Background: an optimization exercise with open tools, aiming at small area, a short achievable clock period and few clock cycles per item. Do not read the settings as production practice.
RTL that was checked went through simulation tests only; none was proved equivalent to the original.
No functional check of the RTL was part of runs 5 and 6.
Power and IR drop assume default switching activity.

File: design/flow/flow/run.sh
#!/bin/bash
# The standard layout (standard.sh), with changes to how it is made only:
#  - the ports are buffered with sky130_fd_sc_hd__buf_2 instead of the resizer's default pick;
#  - The clock tree is built from sky130_fd_sc_hd__clkbuf_8.
#  - repair_timing aims for extra setup slack at the design's 10 ns clock.
#  - denser placement (PLACE_DENSITY 0.8).
# The SDC, the clock period and everything else are the standard flow's own.
bash standard.sh "BUFFER_PORTS_ARGS=-buffer_cell sky130_fd_sc_hd__buf_2" SETUP_SLACK_MARGIN=6.9 CTS_BUF_LIST=sky130_fd_sc_hd__clkbuf_8 PLACE_DENSITY=0.8 finish > standard.log 2>&1
File: design/flow/standard.sh
#!/bin/bash
# synth_recipe.tcl (not shown) runs the flow's synth.tcl, then flattens the netlist and writes it again
# the make line also repeats each setting of config.mk as NAME=value (left out here)
make -C /OpenROAD-flow-scripts/flow DESIGN_CONFIG=/design/flow/config.mk WORK_HOME=/design/flow/orfs CLKGATE_MAP_FILE= SYNTH_SCRIPT=/design/flow/synth_recipe.tcl "${@:-finish}"
File: design/flow/config.mk
export PLATFORM = sky130hd
export DESIGN_NAME = divisor_secuencial
export DESIGN_NICKNAME = divisor_secuencial
export VERILOG_FILES = /design/flow/design.v
export SDC_FILE = /design/flow/constraint.sdc
export NUM_CORES = 4
export LEC_CHECK = 0
export CAP_MARGIN = 20
export CORE_MARGIN = 2
export CORE_UTILIZATION = 40
export PLACE_DENSITY = 0.6
export SLEW_MARGIN = 20
File: design/flow/constraint.sdc
create_clock -name core_clock -period 10.0 [get_ports {clk}]
set_input_delay 2.0000 -clock core_clock [delete_from_list [all_inputs] [get_ports {clk}]]
set_output_delay 2.0000 -clock core_clock [all_outputs]
set_load 0.01 [all_outputs]
File: design/flow/design.v
module divisor_secuencial #(
    parameter N = 32
) (
    input  logic             clk,
    input  logic             rst,
    input  logic             valid,
    input  logic [N-1:0]     A,
    input  logic [N-1:0]     B,
    output logic [N-1:0]     Q,
    output logic [N-1:0]     R,
    output logic             done,
    output logic             error
);
    logic [N-1:0] x_reg;     
    logic [N-1:0] d_reg;     
    logic [N-1:0] q_reg;     
    logic [4:0]   cnt;       
    logic         err_reg;
    logic s_align, s_step, s_done;
    logic idle, quick;
    assign idle  = !(s_align || s_step || s_done);
    assign quick = s_align && s_done;
    function automatic logic [5:0] lzc32(input logic [31:0] v);
        logic [15:0] z1;  logic [15:0] c1;         
        logic [7:0]  z2;  logic [15:0] c2;         
        logic [3:0]  z3;  logic [11:0] c3;         
        logic [1:0]  z4;  logic [7:0]  c4;         
        for (int i = 0; i < 16; i++) begin
            z1[i] = !(v[2*i+1] || v[2*i]);
            c1[i] = !v[2*i+1];
        end
        for (int i = 0; i < 8; i++) begin
            z2[i] = z1[2*i+1] && z1[2*i];
            c2[2*i+:2] = z1[2*i+1] ? {1'b1, c1[2*i]} : {1'b0, c1[2*i+1]};
        end
        for (int i = 0; i < 4; i++) begin
            z3[i] = z2[2*i+1] && z2[2*i];
            c3[3*i+:3] = z2[2*i+1] ? {1'b1, c2[4*i+:2]} : {1'b0, c2[4*i+2+:2]};
        end
        for (int i = 0; i < 2; i++) begin
            z4[i] = z3[2*i+1] && z3[2*i];
            c4[4*i+:4] = z3[2*i+1] ? {1'b1, c3[6*i+:3]} : {1'b0, c3[6*i+3+:3]};
        end
        lzc32 = {z4[1] && z4[0], z4[1] ? {1'b1, c4[3:0]} : {1'b0, c4[7:4]}};
    endfunction
    logic [5:0] lz_a, lz_b;
    logic [4:0] shamt;
    always_ff @(posedge clk) begin
        lz_a <= lzc32(A);
        lz_b <= lzc32(B);
    end
    assign shamt = lz_b[4:0] - lz_a[4:0];
    logic [N-1:0] d_shift;
    always_comb begin
        logic [N-1:0] t;
        logic [4:0]   s;
        s = s_align ? shamt : 5'd0;
        if (!s_align)
            t = d_reg >> 1;
        else if (s[0])
            t = d_reg << 1;
        else
            t = d_reg;
        if (s[1]) t = t << 2;
        if (s[2]) t = t << 4;
        if (s[3]) t = t << 8;
        if (s[4]) t = t << 16;
        d_shift = t;
    end
    logic [N-1:0] b_above;       
    logic         a_short;
    always_comb begin
        b_above[N-1] = 1'b0;
        for (int i = N - 2; i >= 0; i--)
            b_above[i] = b_above[i+1] || B[i+1];
    end
    assign a_short = !(|(A & ~b_above)) && (b_above[0] || B[0]);
    logic [N-1:0] diff;
    logic         ge;
    assign diff = x_reg - d_reg;
    assign ge   = x_reg >= d_reg;        
    assign Q     = q_reg;
    assign R     = x_reg;
    assign done  = s_done;
    assign error = err_reg;
    always_ff @(posedge clk or posedge rst) begin
        if (rst) begin
            s_align <= 1'b0;
            s_step  <= 1'b0;
            s_done  <= 1'b0;
        end else begin
            s_align <= idle && valid;
            s_step  <= (s_align && !quick && ge && !lz_b[5]) || (s_step && cnt != '0);
            s_done  <= (idle && valid && a_short) ||
                       (s_align && !quick && (!ge || lz_b[5])) || (s_step && cnt == '0);
        end
    end
    always_ff @(posedge clk) begin
        if (idle)
            x_reg <= A;
        else if (s_step && ge)
            x_reg <= diff;
        if (idle)
            d_reg <= B;
        else
            d_reg <= d_shift;
        if (s_step)
            q_reg <= {q_reg[N-2:0], ge};
        else
            q_reg <= '0;
        if (s_align)
            cnt <= shamt;
        else
            cnt <= cnt - 1'b1;
        err_reg <= !idle && lz_b[5];
    end
endmodule
==> results of run 1 <==
## cells by family after synthesis
group,count (synthesis),synth area share
muxes,56,0.07072
AOI/OAI and AO/OA,313,0.2449
buffers and inverters,124,0.06031
xor gates and xnor gates,32,0.03429
DFF,116,0.3276
and+or+nand+nor,352,0.1991
adders and majority gates,40,0.06307
## power groups by stage
| stage | Sequential (mW) | Clock [mW] | Combinational (mW) |
|---|---|---|---|
| after floorplan | 0.900 | 0 | 1.72 |
| after global placement | 0.918 | 0 | 2.26 |
| after detailed placement | 0.918 | 0 | 2.31 |
| after CTS | 0.908 | 0.439 | 2.37 |
| after global routing | 0.936 | 0.457 | 2.71 |
| final | 0.914 | 0.438 | 2.48 |
## area by class of cell
cell class	instances	share of cell area
well taps	270	0.03509
clock buffers	18	0.02573
repair inverters	1	0.0005198
diodes	1	0.0002599
clock inverters	14	0.01481
repair buffers	141	0.07810
flip-flops and latches	116	0.2784
multi-input cells	796	0.5394
inverters	70	0.02768
## per-stage QoR
stage	std cells	utilization	power, mW	instance area (um^2)	hold WS (ns)
floorplan	1033	-	2.623	8202	0.4305
global placement	1386	0.4465	3.174	9006	0.4321
detailed placement	1386	0.4465	3.225	9006	0.4412
CTS	1420	0.4700	3.720	9479	0.4616
global route	1427	0.4774	4.099	9628	0.4827
finish	1427	0.4774	3.829	9628	0.4595
## synth_stat cells (5+ instances only)
| cell | number | area, um^2 |
|---|---|---|
| mux2_2 | 14 | 157.7 |
| o21bai_1 | 15 | 112.6 |
| nor2_1 | 113 | 424.2 |
| nand2_1 | 105 | 394.1 |
| a21o_1 | 21 | 157.7 |
| a22o_1 | 7 | 61.31 |
| and3_1 | 7 | 43.79 |
| mux2i_1 | 42 | 420.4 |
| nor3_1 | 21 | 105.1 |
| buf_1 | 11 | 41.29 |
| nand4_1 | 5 | 31.28 |
| nor4_1 | 10 | 62.56 |
| a21oi_1 | 102 | 510.5 |
| buf_2 | 15 | 75.07 |
| a21boi_0 | 5 | 37.54 |
| and2_1 | 38 | 237.7 |
| nand3_1 | 21 | 105.1 |
| ha_1 | 38 | 475.5 |
| a211oi_1 | 18 | 135.1 |
| o31ai_1 | 5 | 37.54 |
| o22ai_1 | 5 | 31.28 |
| nor2b_1 | 9 | 56.30 |
| a31oi_1 | 6 | 37.54 |
| edfxtp_1 | 34 | 1021 |
| xnor2_1 | 21 | 183.9 |
| clkbuf_1 | 25 | 93.84 |
| dfxtp_1 | 79 | 1582 |
| inv_1 | 70 | 262.8 |
| o21ai_0 | 65 | 325.3 |
| xor2_1 | 11 | 96.34 |
| o211ai_1 | 12 | 90.09 |
| o221ai_1 | 9 | 78.83 |
## what timing repair did
item | in CTS | in global routing
setup buffers | 0 | 4
cloned | 2 | 2
endpoints found under the setup margin | 70 | 61
pin swaps | 0 | 3
hold endpoints to repair | 0 | 0
resized for setup | 18 | 29
## per-layer routing
metal,up-vias,track usage,routed length [um]
li1,3911,-,-
met1,3841,0.3210,11010
met2,448,0.4054,12710
met3,71,0.05994,2848
met4,0,0.09135,913
met5,-,0,0
## worst paths after layout
path / from / to / slack, ns / cells past startpoint
max: s_done / done / 6.91 / 1
min: q_reg[13] / q_reg[14] / 0.46 / 1
max reg2reg: lz_b[0] / d_reg[30] / 7.05 / 12
min reg2reg: q_reg[13] / q_reg[14] / 0.46 / 1
max in group asynchronous: rst / s_done / 8.40 / 2
min in group asynchronous: rst / s_align / 1.42 / 2
==> flow_metrics.py, run 1 <==
metrics = {
    "setup_path": {
        "worst-setup-path-type": "reg -> out",
        "crit_required_ns": 8.00,
        "endpoint_kind": "primary output",
        "cp_top_family": "flip-flops",
        "worst-path-buf-inv": 1,
        "path_cells": "buf_2",
        "startpoint_type": "register",
        "slowest_delay_ns": 0.47,
        "slowest_stage": "dfrtp_2",
        "critPathMaxFanout": 4,
        "arrival_ns": 1.09,
    },
    "clock_tree": {
        "cts_num_sinks": 116,
        "cts_tree": "yes",
        "cts_root_buffer": "clkbuf_8",
        "hold_buffers": 0,
        "clk-insertion-delay-late_ns": 0.46,
        "cts-buffers-inserted": 17,
        "htree_levels": 4,
        "clockBufferDepth": 2,
        "clk_pin_slew_worst_paths_ns": 0.08,
    },
    "sta": {
        "fin_skew_ns": 0.01197,
        "drv_slew": 0,
        "fin_crit_sh": 0.3093,
        "layout_setup_ws_ns": 6.907,
        "setup_tns_ns": 0,
        "rsz0062_at_grt": "false",
        "tightest_slew_ns": 0.8286,
        "max-slew-margin-rel": 0.4476,
        "period_needed_ns": 3.093,
        "max_freq_mhz": 323.3,
        "setup_viol_count_final": 0,
        "hold_viol": 0,
    },
    "logic_synthesis": {
        "netlist_area_um2": 8174,
        "synthesis.nets": 1140,
        "yosysSeqAreaShare": 0.3276,
        "yosysWarnings": 1,
        "synthFlopType": "dfxtp_1",
        "ys_seq_elements": 116,
        "synth_edf_count": 34,
        "ys_types": 70,
        "ys_async_sr_fraction": 0.02586,
        "avgSynthCellArea_um2": 7.913,
        "synth_cells": 1033,
    },
    "pwr": {
        "cellLeakagePower_nw": 4.273,
        "p_sw_mw": 1.884,
        "ir_drop_mv": 0.1825,
        "intPower_mw": 1.944,
        "seq_power_share": 0.239,
        "clkPwrFrac": 0.114,
        "powerDensity_nw_per_um2": 397.7,
        "swShare": 0.4922,
        "p_comb_frac": 0.647,
    },
    "routing": {
        "drt_iter0_drc": 1110,
        "vias": 8271,
        "avgRoutedWirePerCell_um": 19.25,
        "finalWirelength_um": 27470,
        "drc": 0,
        "via_per_inst": 5.796,
        "dr.pass1.iters": 6,
        "ant_nets": 0,
    },
    "outcome": {
        "status": "no timing/DRC/antenna violations",
    },
    "finish": {
        "final_common_cell": "buf_2",
        "synthToLayoutAreaGrowth_pct": 17.79,
        "nets": 1250,
        "multiInputGateArea_um2": 5194,
        "regArea_um2": 2680,
        "final_cell_mix": "buf_2, nor2_1, nand2_1",
        "n_fill_cell": 1972,
        "drive_gt1_frac": 0.2067,
    },
    "global_route": {
        "grt_pass1_wl_um": 41770,
        "grt_max_degree": 67,
        "grt-ovfl-total": 0,
        "antenna_found_initial": 1,
        "grt_pass1_vias": 7687,
        "groute.usage.overall": 0.2484,
    },
    "placed_design": {
        "gp_congestion": 1.016,
        "hpwl_um": 20640,
        "pre_cts_ws_ns": 6.254,
        "io_buffers": 132,
    },
    "floorplanning": {
        "rows": 52,
        "die-height_um": 147.0,
        "dieArea_um2": 21590,
        "die_w_um": 147.0,
        "ios": 133,
        "core_um2": 20170,
        "start_util": 0.4053,
    },
    "min_path": {
        "min_path_type": "reg -> reg",
    },
    "flow_run": {
        "drv_cap": 0,
    },
}
Testbench counts, summed over its fixed seeds: cycles 30,393, items 3,600.
==> run 2: changes to the inputs <==
==> design/flow/flow/run.sh (replaced) <==
#!/bin/bash
# The standard layout (standard.sh), with changes to how it is made only:
#  - the ports are buffered with sky130_fd_sc_hd__buf_2 instead of the resizer's default pick;
#  - The clock tree is built from sky130_fd_sc_hd__clkbuf_8.
#  - repair_timing aims for extra setup slack at the design's 10 ns clock.
# The SDC, the clock period and everything else are the standard flow's own.
bash standard.sh "BUFFER_PORTS_ARGS=-buffer_cell sky130_fd_sc_hd__buf_2" SETUP_SLACK_MARGIN=6.8 CTS_BUF_LIST=sky130_fd_sc_hd__clkbuf_8 finish > standard.log 2>&1
==> flow_metrics.py, run 2 <==
metrics = {
    "logic_synthesis": {
        "synthesis.nets": 1140,
        "ys_types": 70,
        "synth_mux_area_frac": 0.07072,
        "synthTopCellsByCount": "nor2_1, nand2_1, a21oi_1, dfxtp_1, inv_1",
        "synth.area.top_cells": "dfxtp_1, edfxtp_1, a21oi_1",
        "yosysWarnings": 1,
        "synth_cells": 1033,
        "synth_compound_area_frac": 0.2449,
        "synth_edf_count": 34,
        "synthFlopType": "dfxtp_1",
        "synth_top_family_by_area": "compound AO/OA/AOI/OAI gates",
        "synthAdderAreaFrac": 0.06306,
        "yosysTopAreaCell": "dfxtp_1",
        "netlist_area_um2": 8174,
        "yosysMostFrequentCell": "nor2_1",
        "avgSynthCellArea_um2": 7.913,
        "ys_seq_elements": 116,
        "yosysSeqAreaShare": 0.3276,
        "synthXorXnorAreaFrac": 0.03429,
        "synth-simple-area-share": 0.1991,
        "ys_async_sr_fraction": 0.02586,
        "synth.top_cell.area_share": 0.1935,
    },
    "floorplanning": {
        "die_w_um": 147.0,
        "core_um2": 20170,
        "dieArea_um2": 21590,
        "rows": 52,
        "ios": 133,
        "start_util": 0.4053,
        "die-height_um": 147.0,
    },
    "setup_path": {
        "reg2reg_setup_slack_ns": 6.90,
        "crit_required_ns": 10.33,
        "slowest_stage": "or2_4",
        "path_cells": "buf_2 > or2_4 > nor3_2 > and2_1 > and4_4 > o21ai_0 > nand4_1 > o221ai_1",
        "worst-setup-path-type": "in -> reg",
        "critPathMaxFanout": 7,
        "startpoint_type": "input port",
        "worstSetupStartpoint": "B[27]",
        "arrival_ns": 3.44,
        "slowest_delay_ns": 0.28,
        "r2r-start": "lz_b[0]",
        "endpoint_kind": "register",
    },
    "pwr": {
        "seq_power_share": 0.236,
        "clkPwrFrac": 0.120,
        "p_comb_frac": 0.644,
        "powerDensity_nw_per_um2": 396.7,
        "ir_drop_mv": 0.1530,
        "cellLeakagePower_nw": 4.300,
        "p_total_mw": 3.818,
        "intPower_mw": 1.918,
        "swShare": 0.4976,
        "p_sw_mw": 1.900,
    },
    "routing": {
        "finalWirelength_um": 28010,
        "ant_nets": 0,
        "drt_iter0_drc": 849,
        "vias": 8122,
        "dr.pass1.iters": 5,
        "via_per_inst": 5.672,
        "avgRoutedWirePerCell_um": 19.56,
        "drc": 0,
    },
    "clock_tree": {
        "cts-buffers-inserted": 17,
        "clockBufferDepth": 2,
        "htree_levels": 4,
        "cts_root_buffer": "clkbuf_8",
        "clk-insertion-delay-late_ns": 0.47,
        "cts_tree": "yes",
        "clk_pin_slew_worst_paths_ns": 0.09,
        "cts_num_sinks": 116,
    },
    "placed_design": {
        "placedCellCount": 1389,
        "hpwl_um": 21640,
        "pre_cts_ws_ns": 6.178,
        "gp_congestion": 0.9692,
        "io_buffers": 132,
    },
    "finish": {
        "utilization": 0.4772,
        "regArea_um2": 2679,
        "drive_gt1_frac": 0.2007,
        "multiInputGateArea_um2": 5116,
        "synthToLayoutAreaGrowth_pct": 17.74,
        "final_cell_mix": "buf_2, nor2_1, nand2_1",
        "final_common_cell": "buf_2",
        "post_layout_nonfiller_instances": 1432,
        "nets": 1255,
        "n_fill_cell": 2071,
    },
    "sta": {
        "tightest_slew_ns": 0.9274,
        "hold_viol": 0,
        "max_freq_mhz": 322.0,
        "max-slew-margin-rel": 0.3817,
        "setup_tns_ns": 0,
        "layout_setup_ws_ns": 6.894,
        "period_needed_ns": 3.106,
        "setup_viol_count_final": 0,
        "fin_crit_sh": 0.3106,
        "drv_slew": 0,
        "fin_skew_ns": 0.01351,
        "rsz0062_at_grt": "true",
    },
    "global_route": {
        "grt-ovfl-total": 0,
        "antenna_found_initial": 1,
        "groute.usage.overall": 0.2568,
        "grt_max_degree": 76,
        "grt_pass1_vias": 7502,
        "grt_pass1_wl_um": 42680,
    },
    "outcome": {
        "status": "no timing/DRC/antenna violations",
    },
    "min_path": {
        "min_path_type": "reg -> reg",
        "min_from": "q_reg[28]",
    },
    "flow_run": {
        "drv_cap": 0,
    },
}
==> run 2: cell types whose count changed in the layout (fill, tap and decap cells not counted), sizes merged <==
cell      delta
bufinv       -1
inv          +5
clkbuf       -1
buf          +9
clkinvlp     -2
or2          -3
clkinv       -2
==> run 2: final timing paths <==
check,to,cells past startpoint
min in group asynchronous,s_align,2
max in group asynchronous,s_align,2
max,s_done,8
min,q_reg[29],1
max reg2reg,d_reg[29],11
min reg2reg,q_reg[29],1
==> run 2: layout make-up <==
| class | count | share of cell area |
|---|---|---|
| Inverter | 70 | 0.02730 |
| Antenna cell | 1 | 0.0002600 |
| Clock buffer | 17 | 0.02431 |
| Tap cell | 270 | 0.03510 |
| Multi-Input combinational cell | 793 | 0.5316 |
| Clock inverter | 15 | 0.01833 |
| Timing Repair Buffer | 150 | 0.08476 |
| Sequential cell | 116 | 0.2783 |
==> run 2: what timing repair did <==
| action | 4_1_cts | 5_1_grt |
|---|---|---|
| setup endpoints to repair | 53 | 49 |
| pin swaps | 0 | 2 |
| hold endpoints to repair | 0 | 0 |
| gates resized for setup | 10 | 19 |
| setup buffers | 0 | 10 |
| hold buffers | 0 | 0 |
==> run 2: power by group through the flow <==
stage	combinational, mW	clock, mW	sequential, mW
floorplan	1.72	0	0.902
global placement	2.36	0	0.906
detailed placement	2.37	0	0.913
CTS	2.40	0.465	0.902
global route	2.71	0.486	0.927
finish	2.46	0.457	0.902
==> run 2: metal layers <==
metal,vias up,wire length (um),GRT usage
li1,3932,-,-
met1,3763,12540,0.3671
met2,383,11980,0.3798
met3,44,2781,0.06429
met4,0,701,0.08365
met5,-,0,0
==> run 2: critical path: cells and delay by family <==
family	cells	cell delay [ns]
AND/OR/NAND/NOR	5	1.09
AO/OA/AOI/OAI	2	0.23
buffers and inverters	1	0.13
==> run 2: cell families (layout without fill, tap and decap cells) <==
family          after synthesis  count (layout)
flops                       116             116
xor+xnor                     32              32
mux                          56              56
compound gates              313             313
buf+inv                     124             252
fa+ha+maj                    40              40
simple gates                352             352
other cells                   0               1
==> run 2: per-stage QoR <==
step / hold slack [ns] / cell area [um^2]
after floorplan: 0.4305 / 8202
after global placement: 0.4358 / 9031
after detailed placement: 0.4398 / 9031
after CTS: 0.4573 / 9478
after global routing: 0.4761 / 9622
final: 0.4529 / 9624
==> run 3: changes to the inputs <==
==> design/flow/flow/run.sh (replaced) <==
#!/bin/bash
# The standard layout (standard.sh), with changes to how it is made only:
#  - the ports are buffered with sky130_fd_sc_hd__buf_2 instead of the resizer's default pick;
#  - The clock tree is built from sky130_fd_sc_hd__clkbuf_4 and _8.
#  - repair_timing aims for extra setup slack at the design's 10 ns clock.
# The SDC, the clock period and everything else are the standard flow's own.
bash standard.sh "BUFFER_PORTS_ARGS=-buffer_cell sky130_fd_sc_hd__buf_2" SETUP_SLACK_MARGIN=6.9 "CTS_BUF_LIST=sky130_fd_sc_hd__clkbuf_4 sky130_fd_sc_hd__clkbuf_8" finish > standard.log 2>&1
==> flow_metrics.py, run 3 <==
metrics = {
    "routing": {
        "ant_nets": 0,
        "drt_iter0_drc": 847,
        "drc": 0,
        "avgRoutedWirePerCell_um": 20.05,
        "dr.pass1.iters": 6,
        "vias": 8286,
        "finalWirelength_um": 28750,
        "via_per_inst": 5.778,
    },
    "clock_tree": {
        "clk_pin_slew_worst_paths_ns": 0.09,
        "clockBufferDepth": 2,
        "cts_num_sinks": 116,
        "cts_tree": "yes",
        "clk-insertion-delay-late_ns": 0.48,
        "cts-buffers-inserted": 17,
        "htree_levels": 4,
        "cts_root_buffer": "clkbuf_8",
    },
    "floorplanning": {
        "ios": 133,
        "die_w_um": 147.0,
        "die-height_um": 147.0,
        "rows": 52,
        "start_util": 0.4053,
        "core_um2": 20170,
        "dieArea_um2": 21590,
    },
    "placed_design": {
        "pre_cts_ws_ns": 6.213,
        "io_buffers": 132,
        "hpwl_um": 21310,
        "gp_congestion": 0.9868,
    },
    "logic_synthesis": {
        "yosysTopAreaCell": "dfxtp_1",
        "synth-simple-area-share": 0.1991,
        "ys_types": 70,
        "synthXorXnorAreaFrac": 0.03429,
        "synth.top_cell.area_share": 0.1935,
        "synthTopCellsByCount": "nor2_1, nand2_1, a21oi_1, dfxtp_1, inv_1",
        "avgSynthCellArea_um2": 7.913,
        "synth.area.top_cells": "dfxtp_1, edfxtp_1, a21oi_1",
        "yosysWarnings": 1,
        "yosysMostFrequentCell": "nor2_1",
        "yosysSeqAreaShare": 0.3276,
        "synthesis.nets": 1140,
        "synth_edf_count": 34,
        "ys_seq_elements": 116,
        "ys_async_sr_fraction": 0.02586,
        "synth_top_family_by_area": "compound AO/OA/AOI/OAI gates",
        "netlist_area_um2": 8174,
        "synthAdderAreaFrac": 0.06306,
        "synth_cells": 1033,
        "synthFlopType": "dfxtp_1",
        "synth_mux_area_frac": 0.07072,
        "synth_compound_area_frac": 0.2449,
    },
    "finish": {
        "utilization": 0.4817,
        "drive_gt1_frac": 0.2062,
        "nets": 1258,
        "synthToLayoutAreaGrowth_pct": 18.86,
        "final_cell_mix": "buf_2, nor2_1, nand2_1",
        "final_common_cell": "buf_2",
        "antenna_cells": 0,
    },
    "setup_path": {
        "startpoint_type": "register",
        "slowest_delay_ns": 0.43,
        "path_cells": "buf_2",
        "slowest_stage": "edfxtp_1",
        "worst-path-buf-inv": 1,
        "cp_top_family": "flip-flops",
        "endpoint_kind": "primary output",
        "arrival_ns": 1.07,
        "critPathMaxFanout": 2,
        "reg2reg_setup_slack_ns": 6.95,
        "crit_required_ns": 8.00,
        "worst-setup-path-type": "reg -> out",
    },
    "pwr": {
        "cellLeakagePower_nw": 4.318,
        "powerDensity_nw_per_um2": 400.2,
        "ir_drop_mv": 0.1926,
    },
    "outcome": {
        "status": "no timing/DRC/antenna violations",
    },
    "sta": {
        "max_freq_mhz": 325.5,
        "hold_viol": 0,
        "period_needed_ns": 3.073,
        "drv_slew": 0,
        "setup_viol_count_final": 0,
        "rsz0062_at_grt": "true",
        "layout_setup_ws_ns": 6.927,
        "max-slew-margin-rel": 0.4148,
        "tightest_slew_ns": 0.8778,
        "fin_crit_sh": 0.3073,
        "setup_tns_ns": 0,
        "fin_skew_ns": 0.01070,
    },
    "flow_run": {
        "drv_cap": 0,
    },
    "global_route": {
        "grt_pass1_vias": 7614,
        "grt_pass1_wl_um": 42920,
        "groute.usage.overall": 0.2578,
        "grt-ovfl-total": 0,
        "antenna_found_initial": 0,
        "grt_max_degree": 77,
    },
    "min_path": {
        "min_path_type": "reg -> reg",
    },
}
-- run 3: changes by cell type in the layout (fill, tap and decap cells not counted), sizes merged --
cell | previous run | this run
clkinvlp | 0 | 3
inv | 81 | 79
or2 | 3 | 5
diode | 1 | 0
-- run 3: path summary, 6_finish.rpt --
check	from	depth (start not counted)	end
max	x_reg[26]	1	R[26]
min	q_reg[30]	1	q_reg[31]
max reg2reg	x_reg[9]	11	x_reg[1]
min reg2reg	q_reg[30]	1	q_reg[31]
max in group asynchronous	rst	2	s_align
min in group asynchronous	rst	2	s_align
-- run 3: kinds of logic (layout without fill, tap and decap cells) --
group,count (synthesis),after routing
simple gates,352,354
compound gates,313,313
buf+inv,124,253
flops,116,116
mux,56,56
fa+ha+maj,40,40
xor+xnor,32,32
-- run 3: cell type report --
cell class                 instances  area [um^2]
fill                            2045        10450
multi-input combinational        795         5166
sequential                       116         2679
timing repair buffer             150        867.1
tap                              270        337.8
inverter                          70        266.5
clock buffer                      17        234.0
clock inverter                    15        157.7
timing repair inverter             1        7.507
-- run 3: power breakdown --
group | switching, mW | internal, mW | total, mW
clock | 0.261 | 0.187 | 0.449
sequential | 0.133 | 0.766 | 0.899
combinational | 1.54 | 1.00 | 2.54
-- run 3: through the flow --
stage | hold WS [ns] | area [um^2] | power [mW] | cells
final | 0.4597 | 9716 | 3.888 | 1434
after detailed placement | 0.4430 | 9016 | 3.261 | 1387
after global routing | 0.4826 | 9716 | 4.164 | 1434
after CTS | 0.4650 | 9494 | 3.751 | 1421
after global placement | 0.4351 | 9016 | 3.253 | 1387
after floorplan | 0.4305 | 8202 | 2.623 | 1033
-- run 3: routing by layer --
layer | track usage | part of all wire | vias to the layer above
met5 | 0 | 0 | -
met4 | 0.09663 | 0.032 | 0
met3 | 0.06460 | 0.094 | 64
met2 | 0.3838 | 0.43 | 413
met1 | 0.3612 | 0.45 | 3875
li1 | - | - | 3934
-- run 3: repair_timing --
item	CTS	global route
setup endpoints to repair	64	65
gates resized for setup	19	20
hold buffers	0	0
buffers inserted	0	12
hold endpoints to repair	0	0
gates cloned	2	1
pin swaps	0	7
==> run 4: changes to the inputs <==
==> design/flow/flow/run.sh (replaced) <==
#!/bin/bash
# The standard layout (standard.sh), with changes to how it is made only:
#  - the ports are buffered with sky130_fd_sc_hd__buf_2 instead of the resizer's default pick;
#  - The clock tree is built from sky130_fd_sc_hd__clkbuf_8.
#  - repair_timing aims for extra setup slack at the design's 10 ns clock.
# The SDC, the clock period and everything else are the standard flow's own.
bash standard.sh "BUFFER_PORTS_ARGS=-buffer_cell sky130_fd_sc_hd__buf_2" SETUP_SLACK_MARGIN=6.9 CTS_BUF_LIST=sky130_fd_sc_hd__clkbuf_8 finish > standard.log 2>&1
==> flow_metrics.py, run 4 <==
metrics = {
    "outcome": {
        "status": "no timing/DRC/antenna violations",
    },
    "floorplanning": {
        "rows": 52,
        "die_w_um": 147.0,
        "dieArea_um2": 21590,
        "die-height_um": 147.0,
        "start_util": 0.4053,
        "core_um2": 20170,
        "ios": 133,
    },
    "clock_tree": {
        "clk_pin_slew_worst_paths_ns": 0.09,
        "cts_tree": "yes",
        "cts_root_buffer": "clkbuf_8",
        "cts_num_sinks": 116,
        "htree_levels": 4,
        "cts-buffers-inserted": 17,
        "hold_buffers": 0,
        "clk-insertion-delay-late_ns": 0.48,
        "clockBufferDepth": 2,
    },
    "setup_path": {
        "critPathMaxFanout": 2,
        "crit_required_ns": 8.00,
        "arrival_ns": 1.07,
        "worst-setup-path-type": "reg -> out",
        "worst-path-buf-inv": 1,
        "cp_top_family": "flip-flops",
        "startpoint_type": "register",
        "slowest_stage": "edfxtp_1",
        "endpoint_kind": "primary output",
        "slowest_delay_ns": 0.43,
        "path_cells": "buf_2",
    },
    "sta": {
        "hold_viol": 0,
        "fin_skew_ns": 0.01070,
        "max_freq_mhz": 325.5,
        "rsz0062_at_grt": "true",
        "setup_tns_ns": 0,
        "max-slew-margin-rel": 0.4148,
        "period_needed_ns": 3.073,
        "tightest_slew_ns": 0.8778,
        "fin_crit_sh": 0.3073,
        "hold_slack_ns": 0.4597,
        "setup_viol_count_final": 0,
        "drv_slew": 0,
    },
    "finish": {
        "utilization": 0.4817,
        "drive_gt1_frac": 0.2062,
        "final_cell_mix": "buf_2, nor2_1, nand2_1",
        "synthToLayoutAreaGrowth_pct": 18.86,
        "nets": 1258,
        "post_layout_nonfiller_instances": 1434,
        "final_area_um2": 9716,
        "antenna_cells": 0,
        "final_common_cell": "buf_2",
    },
    "routing": {
        "ant_nets": 0,
        "avgRoutedWirePerCell_um": 20.05,
        "vias": 8286,
        "drc": 0,
        "finalWirelength_um": 28750,
        "via_per_inst": 5.778,
        "drt_iter0_drc": 847,
        "dr.pass1.iters": 6,
    },
    "logic_synthesis": {
        "synthesis.nets": 1140,
        "avgSynthCellArea_um2": 7.913,
        "synth_edf_count": 34,
        "ys_async_sr_fraction": 0.02586,
        "yosysMostFrequentCell": "nor2_1",
        "synth.top_cell.area_share": 0.1935,
        "synthFlopType": "dfxtp_1",
        "yosysWarnings": 1,
        "yosysTopAreaCell": "dfxtp_1",
        "synth_cells": 1033,
        "yosysSeqAreaShare": 0.3276,
        "ys_types": 70,
        "netlist_area_um2": 8174,
        "synthTopCellsByCount": "nor2_1, nand2_1, a21oi_1, dfxtp_1, inv_1",
        "synth.area.top_cells": "dfxtp_1, edfxtp_1, a21oi_1",
        "ys_seq_elements": 116,
    },
    "placed_design": {
        "hpwl_um": 21310,
        "placedCellCount": 1387,
        "gp_congestion": 0.9868,
        "dpl_cell_area_um2": 9016,
        "io_buffers": 132,
    },
    "global_route": {
        "antenna_found_initial": 0,
        "grt_pass1_vias": 7614,
        "use_met2": 0.3838,
        "grt_pass1_wl_um": 42920,
        "grt-ovfl-total": 0,
        "grt_max_degree": 77,
        "top_usage_layer": "met2",
        "met1_usage": 0.3612,
        "globalRouteMet3Util": 0.06460,
        "groute.usage.overall": 0.2578,
    },
    "pwr": {
        "p_comb_frac": 0.653,
        "cellLeakagePower_nw": 4.318,
        "ir_drop_mv": 0.1926,
        "seq_power_share": 0.231,
        "swShare": 0.4967,
        "intPower_mw": 1.957,
        "clkPwrFrac": 0.115,
        "powerDensity_nw_per_um2": 400.2,
        "p_sw_mw": 1.931,
    },
    "min_path": {
        "min_path_type": "reg -> reg",
    },
    "flow_run": {
        "drv_cap": 0,
    },
}
## run 4: cell families (layout without fill, tap and decap cells)
logic type                 after synthesis  count (layout)  synth area share
AOI/OAI and AO/OA                      313             313            0.2449
xor gates and xnor gates                32              32           0.03429
adders and majority gates               40              40           0.06307
buffers and inverters                  124             253           0.06031
DFF                                    116             116            0.3276
muxes                                   56              56           0.07072
and+or+nand+nor                        352             354            0.1991
## run 4: worst paths after layout
| path | cells past startpoint | slack (ns) | endpoint | start |
|---|---|---|---|---|
| min in group asynchronous | 2 | 1.37 | s_align | rst |
| max in group asynchronous | 2 | 8.47 | s_align | rst |
| worst min register to register | 1 | 0.46 | q_reg[31] | q_reg[30] |
| worst max register to register | 11 | 6.95 | x_reg[1] | x_reg[9] |
| worst min-delay path | 1 | 0.46 | q_reg[31] | q_reg[30] |
| worst max-delay path | 1 | 6.93 | R[26] | x_reg[26] |
## run 4: power groups by stage
stage	clock [mW]	sequential, mW	combinational (mW)
floorplan	0	0.900	1.72
global placement	0	0.908	2.35
detailed placement	0	0.913	2.35
CTS	0.452	0.900	2.40
global route	0.468	0.926	2.77
finish	0.449	0.899	2.54
## run 4: cell type report
class                           instances  area, um^2
Clock buffer                           17       234.0
Clock inverter                         15       157.7
Fill cell                            2045       10450
Inverter                               70       266.5
Multi-Input combinational cell        795        5166
Sequential cell                       116        2679
Tap cell                              270       337.8
Timing Repair Buffer                  150       867.1
Timing Repair inverter                  1       7.507
## run 4: through the flow
| step | total power, mW | worst slack (ns) |
|---|---|---|
| 3_5_place_dp | 3.261 | 6.213 |
| 6_report | 3.888 | 6.927 |
| 4_1_cts | 3.751 | 6.901 |
| 3_3_place_gp | 3.253 | 6.260 |
| 2_1_floorplan | 2.623 | 6.688 |
| 5_1_grt | 4.164 | 6.835 |
## run 4: metal layers
layer | part of all wire | vias up
li1 | - | 3934
met3 | 0.094 | 64
met5 | 0 | -
met4 | 0.032 | 0
met2 | 0.43 | 413
met1 | 0.45 | 3875
## run 4: timing repair
item / in CTS / in global routing
resized for setup: 19 / 20
buffers inserted: 0 / 12
cloned: 2 / 1
pin swaps: 0 / 7
endpoints found under the setup margin: 64 / 65
==> run 5: changes to the inputs <==
--- a/design/flow/design.v
+++ b/design/flow/design.v
@@ -67,14 +67,17 @@
         if (s[4]) t = t << 16;
         d_shift = t;
     end
-    logic [N-1:0] b_above;       
+    logic [N-1:0] a_from, b_from;    
     logic         a_short;
     always_comb begin
-        b_above[N-1] = 1'b0;
-        for (int i = N - 2; i >= 0; i--)
-            b_above[i] = b_above[i+1] || B[i+1];
+        a_from[N-1] = A[N-1];
+        b_from[N-1] = B[N-1];
+        for (int i = N - 2; i >= 0; i--) begin
+            a_from[i] = a_from[i+1] || A[i];
+            b_from[i] = b_from[i+1] || B[i];
+        end
     end
-    assign a_short = !(|(A & ~b_above)) && (b_above[0] || B[0]);
+    assign a_short = |(b_from & ~a_from);
     logic [N-1:0] diff;
     logic         ge;
     assign diff = x_reg - d_reg;
==> flow_metrics.py, run 5 <==
metrics = {
    "outcome": {
        "status": "no timing/DRC/antenna violations",
    },
    "logic_synthesis": {
        "ys_seq_elements": 116,
        "synth_cells": 988,
        "ys_async_sr_fraction": 0.02586,
        "yosysTopAreaCell": "dfxtp_1",
        "synthesis.nets": 1095,
        "synthXorXnorAreaFrac": 0.03485,
        "synth_top_family_by_area": "compound AO/OA/AOI/OAI gates",
        "yosysWarnings": 1,
        "netlist_area_um2": 8041,
        "synth.area.top_cells": "dfxtp_1, edfxtp_1, a21oi_1",
        "synth_mux_area_frac": 0.07640,
        "synthFlopType": "dfxtp_1",
        "synth_edf_count": 34,
        "ys_types": 76,
        "synth-simple-area-share": 0.1974,
        "synthTopCellsByCount": "a21oi_1, nor2_1, nand2_1, dfxtp_1, inv_1",
        "yosysSeqAreaShare": 0.3330,
        "yosysMostFrequentCell": "a21oi_1",
        "avgSynthCellArea_um2": 8.139,
        "synthAdderAreaFrac": 0.06410,
        "synth.top_cell.area_share": 0.1967,
        "synth_compound_area_frac": 0.2395,
    },
    "clock_tree": {
        "cts_num_sinks": 116,
        "clk-insertion-delay-late_ns": 0.47,
        "clk_pin_slew_worst_paths_ns": 0.09,
        "clockBufferDepth": 2,
        "cts-buffers-inserted": 17,
        "cts_tree": "yes",
        "htree_levels": 4,
        "cts_root_buffer": "clkbuf_8",
    },
    "routing": {
        "via_per_inst": 5.581,
        "finalWirelength_um": 27580,
        "vias": 7903,
        "drc": 0,
        "dr.pass1.iters": 5,
        "ant_nets": 0,
        "avgRoutedWirePerCell_um": 19.47,
        "drt_iter0_drc": 704,
    },
    "finish": {
        "nets": 1244,
        "drive_gt1_frac": 0.2557,
        "final_common_cell": "buf_2",
        "utilization": 0.5144,
        "final_cell_mix": "buf_2, a21oi_1, nor2_1",
        "synthToLayoutAreaGrowth_pct": 25.32,
    },
    "setup_path": {
        "startpoint_type": "input port",
        "critPathMaxFanout": 4,
        "crit_required_ns": 10.39,
        "cp_top_family": "simple AND/OR/NAND/NOR gates",
        "worstSetupStartpoint": "A[30]",
        "crit_cells": 10,
        "arrival_ns": 4.08,
        "worst-path-buf-inv": 1,
        "r2r-end": "x_reg[0]",
        "crit_path_end": "s_done",
        "r2r_cells": 14,
        "r2r-start": "d_reg[8]",
        "slowest_delay_ns": 0.56,
        "slowest_stage": "or4_4",
        "reg2reg_setup_slack_ns": 6.62,
        "worst-setup-path-type": "in -> reg",
        "crit_top_cell": "or3_4",
        "path_cells": "buf_8 > or4_4 > nand2b_4 > or3_4 > or3_4 > nor3_1 > a21oi_1 > o2111ai_2 > a2bb2oi_1 > o31ai_1",
        "endpoint_kind": "register",
    },
    "global_route": {
        "antenna_found_initial": 1,
        "grt_max_degree": 69,
        "grt-ovfl-total": 0,
        "groute.usage.overall": 0.2530,
        "grt_pass1_vias": 7437,
        "grt_pass1_wl_um": 41790,
    },
    "placed_design": {
        "hpwl_um": 20110,
        "gp_congestion": 0.9138,
        "io_buffers": 132,
    },
    "floorplanning": {
        "die_w_um": 145.8,
        "rows": 51,
        "core_um2": 19590,
        "start_util": 0.4105,
        "dieArea_um2": 21250,
        "die-height_um": 145.8,
        "ios": 133,
    },
    "pwr": {
        "powerDensity_nw_per_um2": 406.4,
        "ir_drop_mv": 0.2381,
        "p_comb_frac": 0.675,
        "swShare": 0.4712,
        "cellLeakagePower_nw": 4.469,
        "p_total_mw": 4.095,
        "seq_power_share": 0.216,
        "p_sw_mw": 1.930,
        "clkPwrFrac": 0.109,
        "intPower_mw": 2.165,
    },
    "sta": {
        "hold_viol": 0,
        "max_freq_mhz": 270.7,
        "period_needed_ns": 3.694,
        "setup_viol_count_final": 0,
        "drv_slew": 0,
        "hold_slack_ns": 0.4540,
        "max-slew-margin-rel": 0.4711,
        "rsz0062_at_grt": "true",
        "fin_skew_ns": 0.01238,
        "fin_crit_sh": 0.3694,
        "tightest_slew_ns": 0.7933,
        "setup_tns_ns": 0,
    },
    "min_path": {
        "min_path_type": "reg -> reg",
        "min_from": "q_reg[18]",
        "whs_path_depth": 1,
    },
    "flow_run": {
        "drv_cap": 0,
    },
}
## run 5: cell count changes after synthesis, sizes merged, moves of 5 or more
cell	delta
nand2	-9
clkbuf	+7
a21oi	-6
a21o	-5
and3	-5
buf	-13
nand3	-6
o211ai	+6
a211oi	-8
nor2	-15
## run 5: timing repair
item / 4_1_cts / 5_1_grt
hold buffers: 0 / 0
setup endpoints to repair: 79 / 69
resized for setup: 52 / 33
pin swaps: 21 / 20
cloned: 3 / 1
buffers inserted: 25 / 9
## run 5: final cells by class
type	instances	area [um^2]
clock buffers	17	234.0
flip-flops and latches	116	2680
repair buffers	177	1219
multi-input cells	757	5196
inverters	68	257.7
well taps	265	331.6
clock inverters	15	156.4
diodes	1	2.502
fillers	1914	9513
## run 5: power groups by stage
stage | Combinational (mW) | Clock, mW | Sequential [mW]
after global routing | 3.00 | 0.477 | 0.904
after detailed placement | 2.25 | 0 | 0.891
after floorplan | 1.64 | 0 | 0.882
final | 2.77 | 0.447 | 0.883
after global placement | 2.23 | 0 | 0.893
after CTS | 2.60 | 0.456 | 0.880
## run 5: worst min-delay path by stage
stage | endpoint | slack (ns)
after CTS | q_reg[19] | 0.46
after global placement | q_reg[11] | 0.43
final | q_reg[19] | 0.45
after global routing | q_reg[18] | 0.48
after floorplan | cnt[0] | 0.44
after detailed placement | q_reg[19] | 0.44
## run 5: metrics by stage
| step | setup WS, ns | instance area (um^2) | std cells |
|---|---|---|---|
| after global routing | 6.272 | 10070 | 1415 |
| after CTS | 6.298 | 9821 | 1405 |
| after floorplan | 6.077 | 8044 | 988 |
| after global placement | 5.583 | 8925 | 1345 |
| after detailed placement | 5.526 | 8925 | 1345 |
| final | 6.306 | 10080 | 1416 |
## run 5: metal layers
metal | track usage | routed length, um | up-vias | share of wire
met5 | 0 | 0 | - | 0
met2 | 0.4094 | 12670 | 290 | 0.46
li1 | - | - | 3849 | -
met3 | 0.04577 | 1794 | 39 | 0.065
met1 | 0.3381 | 12350 | 3725 | 0.45
met4 | 0.09216 | 761 | 0 | 0.028
## run 5: cells by family (layout without fill, tap and decap cells)
kind of cell,Yosys count,after routing
adder cells (fa/ha/maj),40,40
AND/OR/NAND/NOR,324,325
other,0,1
multiplexers,58,58
AO/OA/AOI/OAI,302,302
buffers and inverters,116,277
flip-flops,116,116
XOR/XNOR,32,32
==> run 6: changes to the inputs <==
==> design/flow/flow/run.sh (replaced) <==
#!/bin/bash
# The standard layout (standard.sh), with changes to how it is made only:
#  - the ports are buffered with sky130_fd_sc_hd__buf_2 instead of the resizer's default pick;
#  - The clock tree is built from sky130_fd_sc_hd__clkbuf_8.
#  - repair_timing aims for extra setup slack at the design's 10 ns clock.
#  - denser placement (PLACE_DENSITY 0.7).
# The SDC, the clock period and everything else are the standard flow's own.
bash standard.sh "BUFFER_PORTS_ARGS=-buffer_cell sky130_fd_sc_hd__buf_2" SETUP_SLACK_MARGIN=6.9 CTS_BUF_LIST=sky130_fd_sc_hd__clkbuf_8 PLACE_DENSITY=0.7 finish > standard.log 2>&1
==> flow_metrics.py, run 6 <==
metrics = {
    "clock_tree": {
        "cts-buffers-inserted": 17,
        "clk_pin_slew_worst_paths_ns": 0.09,
        "clockBufferDepth": 2,
        "clk-insertion-delay-late_ns": 0.48,
        "cts_num_sinks": 116,
        "htree_levels": 4,
        "cts_root_buffer": "clkbuf_8",
        "cts_tree": "yes",
    },
    "routing": {
        "finalWirelength_um": 28260,
        "dr.pass1.iters": 5,
        "avgRoutedWirePerCell_um": 19.87,
        "highest_layer": "met5",
        "via_per_inst": 5.708,
        "vias": 8117,
        "wl_met1_um": 12480,
        "wl_met2_um": 13060,
        "ant_nets": 0,
        "wl_met3_um": 1797,
        "drt_iter0_drc": 719,
        "drc": 0,
    },
    "flow_run": {
        "drv_cap": 0,
    },
    "global_route": {
        "grt_pass1_wl_um": 42360,
        "groute.usage.overall": 0.2557,
        "grt-ovfl-total": 0,
        "grt_max_degree": 71,
        "grt_pass1_vias": 7534,
        "antenna_found_initial": 2,
    },
    "pwr": {
        "p_total_mw": 4.146,
        "cellLeakagePower_nw": 4.515,
        "powerDensity_nw_per_um2": 407.8,
        "ir_drop_mv": 0.2306,
    },
    "logic_synthesis": {
        "synth_edf_count": 34,
        "yosysWarnings": 1,
        "ys_types": 76,
        "netlist_area_um2": 8041,
        "synth_cells": 988,
        "synth.area.top_cells": "dfxtp_1, edfxtp_1, a21oi_1",
        "synth.top_cell.area_share": 0.1967,
        "yosysMostFrequentCell": "a21oi_1",
        "synthTopCellsByCount": "a21oi_1, nor2_1, nand2_1, dfxtp_1, inv_1",
        "synthFlopType": "dfxtp_1",
        "ys_seq_elements": 116,
        "yosysTopAreaCell": "dfxtp_1",
        "ys_async_sr_fraction": 0.02586,
        "avgSynthCellArea_um2": 8.139,
        "synthesis.nets": 1095,
        "yosysSeqAreaShare": 0.3330,
    },
    "sta": {
        "max-slew-margin-rel": 0.4157,
        "hold_viol": 0,
        "tightest_slew_ns": 0.8684,
        "period_needed_ns": 3.685,
        "hold_slack_ns": 0.4550,
        "setup_tns_ns": 0,
        "layout_setup_ws_ns": 6.315,
        "fin_skew_ns": 0.01622,
        "fin_crit_sh": 0.3685,
        "rsz0062_at_grt": "true",
        "setup_viol_count_final": 0,
        "max_freq_mhz": 271.4,
        "drv_slew": 0,
    },
    "setup_path": {
        "startpoint_type": "input port",
        "critPathMaxFanout": 5,
        "worst-setup-path-type": "in -> reg",
        "crit_required_ns": 10.39,
        "endpoint_kind": "register",
        "arrival_ns": 4.07,
        "r2r_cells": 14,
    },
    "floorplanning": {
        "die-height_um": 145.8,
        "ios": 133,
        "start_util": 0.4105,
        "die_w_um": 145.8,
        "dieArea_um2": 21250,
        "rows": 51,
        "core_um2": 19590,
    },
    "finish": {
        "antenna_cells": 0,
        "post_layout_nonfiller_instances": 1422,
        "regArea_um2": 2680,
        "final_cell_mix": "buf_2, nor2_1, a21oi_1",
        "final_common_cell": "buf_2",
        "final_area_um2": 10170,
        "multiInputGateArea_um2": 5266,
        "n_fill_cell": 1892,
        "synthToLayoutAreaGrowth_pct": 26.44,
        "drive_gt1_frac": 0.2671,
        "nets": 1251,
        "utilization": 0.5190,
    },
    "min_path": {
        "whs_path_depth": 1,
        "min_path_type": "reg -> reg",
    },
    "outcome": {
        "status": "no timing/DRC/antenna violations",
    },
    "placed_design": {
        "dpl_cell_area_um2": 8910,
        "placedCellCount": 1344,
        "gp_congestion": 0.9323,
        "io_buffers": 132,
        "hpwl_um": 20300,
        "pre_cts_ws_ns": 5.646,
    },
}
[run 6: logic make-up after synthesis]
family	synth area share
AO/OA/AOI/OAI	0.2395
flip-flops	0.3330
adder cells (fa/ha/maj)	0.06411
AND/OR/NAND/NOR	0.1974
buffers and inverters	0.05477
multiplexers	0.07640
XOR/XNOR	0.03485
[run 6: worst max-delay path, cell delays in order]
cell	delay [ns]
buf_8	0.09
or4_4	0.54
nand2b_4	0.16
or3_1	0.33
or3_4	0.40
nor2_8	0.13
o211ai_2	0.10
o2111ai_1	0.15
a2bb2oi_1	0.10
o31ai_1	0.06
[run 6: worst paths after layout]
| kind | from | endpoint | slack (ns) |
|---|---|---|---|
| max | A[30] | s_done | 6.32 |
| min | q_reg[30] | q_reg[31] | 0.46 |
| max reg2reg | x_reg[0] | x_reg[6] | 6.71 |
| min reg2reg | q_reg[30] | q_reg[31] | 0.46 |
| max in group asynchronous | rst | s_align | 8.46 |
| min in group asynchronous | rst | s_align | 1.38 |
[run 6: layout make-up]
type | count | share of cell area
tap | 265 | 0.03261
timing repair buffer | 183 | 0.1173
clock buffer | 17 | 0.02301
clock inverter | 15 | 0.01994
inverter | 68 | 0.02560
sequential | 116 | 0.2636
multi-input combinational | 758 | 0.5180
[run 6: metal layers]
metal	global-route usage	vias up
met4	0.1020	4
li1	-	3857
met1	0.3428	3853
met3	0.04357	64
met5	0	-
met2	0.4104	339
[run 6: repair_timing]
action,in CTS,in global routing
cloned,3,1
hold buffers,0,0
setup endpoints to repair,80,76
gates resized for setup,53,50
pin swaps,17,20
setup buffers,25,17
[run 6: report_power, final]
group,total (mW),internal (mW),switching (mW)
Combinational,2.76,1.18,1.58
Sequential,0.884,0.752,0.133
Clock,0.500,0.258,0.242
Total,4.15,2.19,1.95
==> run 7: changes to the inputs <==
--- a/design/flow/design.v
+++ b/design/flow/design.v
@@ -67,17 +67,14 @@
         if (s[4]) t = t << 16;
         d_shift = t;
     end
-    logic [N-1:0] a_from, b_from;    
+    logic [N-1:0] b_above;       
     logic         a_short;
     always_comb begin
-        a_from[N-1] = A[N-1];
-        b_from[N-1] = B[N-1];
-        for (int i = N - 2; i >= 0; i--) begin
-            a_from[i] = a_from[i+1] || A[i];
-            b_from[i] = b_from[i+1] || B[i];
-        end
+        b_above[N-1] = 1'b0;
+        for (int i = N - 2; i >= 0; i--)
+            b_above[i] = b_above[i+1] || B[i+1];
     end
-    assign a_short = |(b_from & ~a_from);
+    assign a_short = !(|(A & ~b_above)) && (b_above[0] || B[0]);
     logic [N-1:0] diff;
     logic         ge;
     assign diff = x_reg - d_reg;
==> flow_metrics.py, run 7 <==
metrics = {
    "sta": {
        "hold_slack_ns": 0.4566,
        "fin_crit_sh": 0.3088,
        "rsz0062_at_grt": "true",
        "fin_skew_ns": 0.01188,
        "setup_tns_ns": 0,
        "setup_viol_count_final": 0,
        "max_freq_mhz": 323.8,
        "drv_slew": 0,
        "tightest_slew_ns": 0.8555,
        "hold_viol": 0,
        "max-slew-margin-rel": 0.4297,
        "period_needed_ns": 3.088,
    },
    "setup_path": {
        "worst-setup-path-type": "reg -> out",
        "crit_required_ns": 8.00,
        "endpoint_kind": "primary output",
        "startpoint_type": "register",
        "r2r-start": "lz_b[0]",
        "path_cells": "buf_2",
        "worstSetupStartpoint": "s_done",
        "arrival_ns": 1.09,
        "worst-path-buf-inv": 1,
        "slowest_stage": "dfrtp_2",
        "critPathMaxFanout": 4,
        "cp_top_family": "flip-flops",
        "slowest_delay_ns": 0.46,
    },
    "clock_tree": {
        "cts_tree": "yes",
        "cts_num_sinks": 116,
        "clk-insertion-delay-late_ns": 0.47,
        "clockBufferDepth": 2,
        "clk_pin_slew_worst_paths_ns": 0.08,
        "cts-buffers-inserted": 17,
        "cts_root_buffer": "clkbuf_8",
        "htree_levels": 4,
        "hold_buffers": 0,
    },
    "finish": {
        "post_layout_nonfiller_instances": 1427,
        "drive_gt1_frac": 0.2022,
        "final_common_cell": "buf_2",
        "utilization": 0.4768,
        "final_area_um2": 9617,
        "final_cell_mix": "buf_2, nor2_1, nand2_1",
        "nets": 1251,
        "synthToLayoutAreaGrowth_pct": 17.65,
        "antenna_cells": 0,
    },
    "logic_synthesis": {
        "ys_seq_elements": 116,
        "ys_async_sr_fraction": 0.02586,
        "yosysWarnings": 1,
        "avgSynthCellArea_um2": 7.913,
        "yosysSeqAreaShare": 0.3276,
        "synth_edf_count": 34,
        "synthFlopType": "dfxtp_1",
        "synth.area.top_cells": "dfxtp_1, edfxtp_1, a21oi_1",
        "ys_types": 70,
        "synthTopCellsByCount": "nor2_1, nand2_1, a21oi_1, dfxtp_1, inv_1",
        "synth_cells": 1033,
        "yosysMostFrequentCell": "nor2_1",
        "synth.top_cell.area_share": 0.1935,
        "yosysTopAreaCell": "dfxtp_1",
        "netlist_area_um2": 8174,
        "synthesis.nets": 1140,
    },
    "routing": {
        "via_per_inst": 5.738,
        "dr.pass1.iters": 6,
        "ant_nets": 0,
        "avgRoutedWirePerCell_um": 18.72,
        "vias": 8188,
        "drt_iter0_drc": 1027,
        "drc": 0,
        "finalWirelength_um": 26720,
    },
    "min_path": {
        "min_path_type": "reg -> reg",
        "min_from": "q_reg[9]",
    },
    "pwr": {
        "powerDensity_nw_per_um2": 396.0,
        "ir_drop_mv": 0.1706,
        "cellLeakagePower_nw": 4.292,
    },
    "global_route": {
        "grt_pass1_vias": 7681,
        "globalRouteMet3Util": 0.05839,
        "grt-ovfl-total": 0,
        "met1_usage": 0.3381,
        "grt_pass1_wl_um": 41700,
        "top_usage_layer": "met2",
        "antenna_found_initial": 0,
        "use_met2": 0.3784,
        "grt_max_degree": 77,
        "groute.usage.overall": 0.2467,
    },
    "floorplanning": {
        "die_w_um": 147.0,
        "ios": 133,
        "dieArea_um2": 21590,
        "die-height_um": 147.0,
        "rows": 52,
        "start_util": 0.4053,
        "core_um2": 20170,
    },
    "placed_design": {
        "placedCellCount": 1386,
        "gp_congestion": 0.9711,
        "io_buffers": 132,
        "hpwl_um": 20320,
        "dpl_cell_area_um2": 9006,
    },
    "outcome": {
        "status": "no timing/DRC/antenna violations",
    },
    "flow_run": {
        "drv_cap": 0,
    },
}
[run 7: cell types whose count changed in the layout (fill, tap and decap cells not counted), moves of 5 or more]
cell,delta
nand2_1,+11
buf_6,-13
o211ai_1,-5
and3_1,+5
a211oi_1,+8
mux2i_2,-7
buf_2,+6
nor2_1,+15
buf_4,-27
a21oi_1,+6
a21o_1,+5
mux2i_1,+10
nand3_1,+6
[run 7: cell families (layout without fill, tap and decap cells)]
kind of cell / Yosys count / in the layout / synth area share
AND/OR/NAND/NOR: 352 / 353 / 0.1991
AO/OA/AOI/OAI: 313 / 313 / 0.2449
buffers and inverters: 124 / 247 / 0.06031
flip-flops: 116 / 116 / 0.3276
multiplexers: 56 / 56 / 0.07072
adder cells (fa/ha/maj): 40 / 40 / 0.06307
XOR/XNOR: 32 / 32 / 0.03429
[run 7: path summary, 6_finish.rpt]
| path | to | slack, ns | depth (start not counted) |
|---|---|---|---|
| max | done | 6.91 | 1 |
| min | q_reg[10] | 0.46 | 1 |
| max reg2reg | d_reg[30] | 7.03 | 12 |
| min reg2reg | q_reg[10] | 0.46 | 1 |
| max in group asynchronous | s_done | 8.41 | 2 |
| min in group asynchronous | s_step | 1.41 | 2 |
[run 7: cell type report]
type | instances | area [um^2]
Clock buffer | 18 | 247.7
Timing Repair inverter | 1 | 5.005
Multi-Input combinational cell | 794 | 5152
Inverter | 70 | 266.5
Clock inverter | 14 | 160.2
Sequential cell | 116 | 2681
Timing Repair Buffer | 144 | 765.7
Fill cell | 2025 | 10550
Tap cell | 270 | 337.8
[run 7: timing repair]
action	in CTS	in global routing
pin swaps	0	3
gates resized for setup	15	23
setup endpoints to repair	59	64
cloned	2	0
buffers inserted	0	7
[run 7: through the flow]
stage | power [mW] | setup slack (ns)
after floorplan | 2.623 | 6.688
after global placement | 3.218 | 6.362
after detailed placement | 3.242 | 6.306
after CTS | 3.737 | 6.850
after global routing | 4.102 | 6.866
final | 3.809 | 6.912
[run 7: layer usage]
metal	share of wire	vias to the layer above
li1	-	3907
met5	0	-
met4	0.037	0
met1	0.43	3814
met2	0.44	398
met3	0.091	69
[run 7: power by group]
| part | switching (mW) | total, mW | internal [mW] |
|---|---|---|---|
| clock network | 0.227 | 0.462 | 0.235 |
| logic | 1.49 | 2.44 | 0.946 |
| registers | 0.140 | 0.908 | 0.768 |
Testbench counts of run 7, summed over its fixed seeds: cycles 30,393, items 3,600.
==> run 8: changes to the inputs <==
==> design/flow/flow/run.sh (replaced) <==
#!/bin/bash
# The standard layout (standard.sh), with changes to how it is made only:
#  - the ports are buffered with sky130_fd_sc_hd__buf_2 instead of the resizer's default pick;
#  - The clock tree is built from sky130_fd_sc_hd__clkbuf_8.
#  - repair_timing aims for extra setup slack at the design's 10 ns clock.
#  - denser placement (PLACE_DENSITY 0.7).
# The SDC, the clock period and everything else are the standard flow's own.
bash standard.sh "BUFFER_PORTS_ARGS=-buffer_cell sky130_fd_sc_hd__buf_2" SETUP_SLACK_MARGIN=7.0 CTS_BUF_LIST=sky130_fd_sc_hd__clkbuf_8 PLACE_DENSITY=0.7 finish > standard.log 2>&1
==> flow_metrics.py, run 8 <==
metrics = {
    "logic_synthesis": {
        "synth.area.top_cells": "dfxtp_1, edfxtp_1, a21oi_1",
        "synth_edf_count": 34,
        "yosysMostFrequentCell": "nor2_1",
        "synth_top_family_by_area": "compound AO/OA/AOI/OAI gates",
        "synth_mux_area_frac": 0.07072,
        "synth_cells": 1033,
        "ys_seq_elements": 116,
        "synthXorXnorAreaFrac": 0.03429,
        "ys_async_sr_fraction": 0.02586,
        "ys_types": 70,
        "netlist_area_um2": 8174,
        "yosysWarnings": 1,
        "synthAdderAreaFrac": 0.06306,
        "synthTopCellsByCount": "nor2_1, nand2_1, a21oi_1, dfxtp_1, inv_1",
        "synthFlopType": "dfxtp_1",
        "yosysTopAreaCell": "dfxtp_1",
        "synth-simple-area-share": 0.1991,
        "avgSynthCellArea_um2": 7.913,
        "synth_compound_area_frac": 0.2449,
        "synthesis.nets": 1140,
        "yosysSeqAreaShare": 0.3276,
        "synth.top_cell.area_share": 0.1935,
    },
    "setup_path": {
        "slowest_delay_ns": 0.43,
        "slowest_stage": "edfxtp_1",
        "startpoint_type": "register",
        "crit_required_ns": 8.00,
        "worst-path-buf-inv": 1,
        "critPathMaxFanout": 2,
        "arrival_ns": 1.05,
        "endpoint_kind": "primary output",
        "cp_top_family": "flip-flops",
        "path_cells": "buf_6",
        "worst-setup-path-type": "reg -> out",
    },
    "sta": {
        "setup_tns_ns": 0,
        "fin_crit_sh": 0.3047,
        "layout_setup_ws_ns": 6.953,
        "drv_slew": 0,
        "tightest_slew_ns": 0.9337,
        "rsz0062_at_grt": "true",
        "setup_viol_count_final": 0,
        "max-slew-margin-rel": 0.3775,
        "hold_viol": 0,
        "fin_skew_ns": 0.01040,
        "hold_slack_ns": 0.4575,
        "period_needed_ns": 3.047,
        "max_freq_mhz": 328.2,
    },
    "global_route": {
        "met1_usage": 0.3406,
        "grt-ovfl-total": 0,
        "antenna_found_initial": 0,
        "use_met2": 0.3876,
        "globalRouteMet3Util": 0.05186,
        "grt_max_degree": 77,
        "groute.usage.overall": 0.2497,
        "grt_pass1_vias": 7822,
        "grt_pass1_wl_um": 42200,
        "top_usage_layer": "met2",
    },
    "routing": {
        "via_per_inst": 5.718,
        "ant_nets": 0,
        "dr.pass1.iters": 6,
        "finalWirelength_um": 27490,
        "drc": 0,
        "vias": 8400,
        "drt_iter0_drc": 946,
        "avgRoutedWirePerCell_um": 18.71,
    },
    "clock_tree": {
        "cts-buffers-inserted": 17,
        "hold_buffers": 0,
        "cts_num_sinks": 116,
        "cts_tree": "yes",
        "htree_levels": 4,
        "clk_pin_slew_worst_paths_ns": 0.08,
        "clk-insertion-delay-late_ns": 0.47,
        "cts_root_buffer": "clkbuf_8",
        "clockBufferDepth": 2,
    },
    "finish": {
        "drive_gt1_frac": 0.2510,
        "final_cell_mix": "buf_2, nor2_1, nand2_1",
        "synthToLayoutAreaGrowth_pct": 24.31,
        "final_common_cell": "buf_2",
        "antenna_cells": 0,
        "nets": 1293,
    },
    "floorplanning": {
        "core_um2": 20170,
        "rows": 52,
        "dieArea_um2": 21590,
        "die-height_um": 147.0,
        "ios": 133,
        "start_util": 0.4053,
        "die_w_um": 147.0,
    },
    "placed_design": {
        "gp_congestion": 0.9711,
        "pre_cts_ws_ns": 6.306,
        "io_buffers": 132,
        "hpwl_um": 20320,
    },
    "pwr": {
        "powerDensity_nw_per_um2": 399.0,
        "cellLeakagePower_nw": 4.518,
        "p_total_mw": 4.054,
        "ir_drop_mv": 0.1756,
    },
    "flow_run": {
        "drv_cap": 0,
    },
    "outcome": {
        "status": "no timing/DRC/antenna violations",
    },
    "min_path": {
        "min_path_type": "reg -> reg",
    },
}
[run 8: cell count changes in the layout (fill, tap and decap cells not counted), moves of 3 or more]
cell / change
buf_4: +37
buf_6: +9
buf_2: -8
ha_1: -4
ha_2: +3
mux2i_1: -3
mux2i_2: +3
[run 8: path summary, 6_finish.rpt]
check / start / end / slack (ns) / cells after the start
max: x_reg[14] / R[14] / 6.95 / 1
min: q_reg[9] / q_reg[10] / 0.46 / 1
max reg2reg: lz_b[0] / d_reg[30] / 7.05 / 12
min reg2reg: q_reg[9] / q_reg[10] / 0.46 / 1
max in group asynchronous: rst / s_align / 8.41 / 2
min in group asynchronous: rst / s_step / 1.41 / 2
[run 8: what timing repair did]
item	CTS	global route
gates resized for setup	29	64
hold endpoints to repair	0	0
cloned	4	1
pin swaps	0	18
endpoints found under the setup margin	106	99
buffers inserted	28	18
[run 8: final cells by class]
type | count | area, um^2
Inverter | 70 | 266.5
Timing Repair inverter | 1 | 5.005
Sequential cell | 116 | 2683
Clock buffer | 18 | 247.7
Fill cell | 1960 | 10010
Tap cell | 270 | 337.8
Clock inverter | 14 | 160.2
Timing Repair Buffer | 184 | 1150
Multi-Input combinational cell | 796 | 5311
[run 8: routing by layer]
| layer | vias up | wire, um |
|---|---|---|
| met5 | - | 0 |
| met4 | 0 | 1088 |
| met3 | 67 | 2476 |
| met2 | 408 | 12160 |
| met1 | 3921 | 11760 |
| li1 | 4004 | - |
[run 8: stage by stage]
stage / util / std cells / cell area (um^2)
detailed placement: 0.4465 / 1386 / 9006
global placement: 0.4465 / 1386 / 9006
CTS: 0.4833 / 1450 / 9748
global route: 0.5038 / 1469 / 10160
floorplan: - / 1033 / 8202
finish: 0.5038 / 1469 / 10160
[run 8: report_power, final]
group,leakage [nW],switching (mW),internal [mW],total [mW]
clock,0.211,0.229,0.235,0.464
combinational,3.29,1.59,1.11,2.70
sequential,1.02,0.125,0.766,0.891
total,4.52,1.94,2.11,4.05
[run 8: cell families after synthesis]
family / count (synthesis)
DFF: 116
muxes: 56
AOI/OAI and AO/OA: 313
adders and majority gates: 40
xor gates and xnor gates: 32
buffers and inverters: 124
and+or+nand+nor: 352

==> re-timing with driven ports <==
In the flow no input, the clock included, has a driving cell. The finished layouts below were timed again as built, in two steps. Step 1 assumes that a clkbuf_16 drives the clock port and a buf_2 every other input. Step 2 also shifts input and output timing later by t, the mid clock arrival at the registers, as if the neighbouring blocks saw the same clock. Three values: no drivers, after step 1, after step 2; two values: the first two.
run | t (ns) | setup slack, ns | latest minus earliest clock arrival (ns) | worst register clock-pin slew, ns
run 1 | 0.494 | 6.907 / 6.870 / 6.435 | 0.013 / 0.013 | 0.08 / 0.08
run 2 | 0.500 | 6.894 / 6.879 / 6.413 | 0.014 / 0.014 | 0.09 / 0.09
run 3 | 0.516 | 6.927 / 6.889 / 6.443 | 0.011 / 0.011 | 0.09 / 0.09
run 4 | 0.516 | 6.927 / 6.889 / 6.443 | 0.011 / 0.011 | 0.09 / 0.09
run 5 | 0.504 | 6.306 / 6.302 / 5.798 | 0.012 / 0.012 | 0.09 / 0.09
run 6 | 0.506 | 6.315 / 6.312 / 5.805 | 0.017 / 0.017 | 0.09 / 0.09
run 7 | 0.499 | 6.912 / 6.874 / 6.508 | 0.012 / 0.012 | 0.08 / 0.08
run 8 | 0.502 | 6.953 / 6.913 / 6.505 | 0.010 / 0.011 | 0.08 / 0.08
After both steps every run listed still meets setup and hold. For run 6, which loses most, drivers alone change the setup slack by -0.003 ns; drivers and shift together by -0.510 ns.
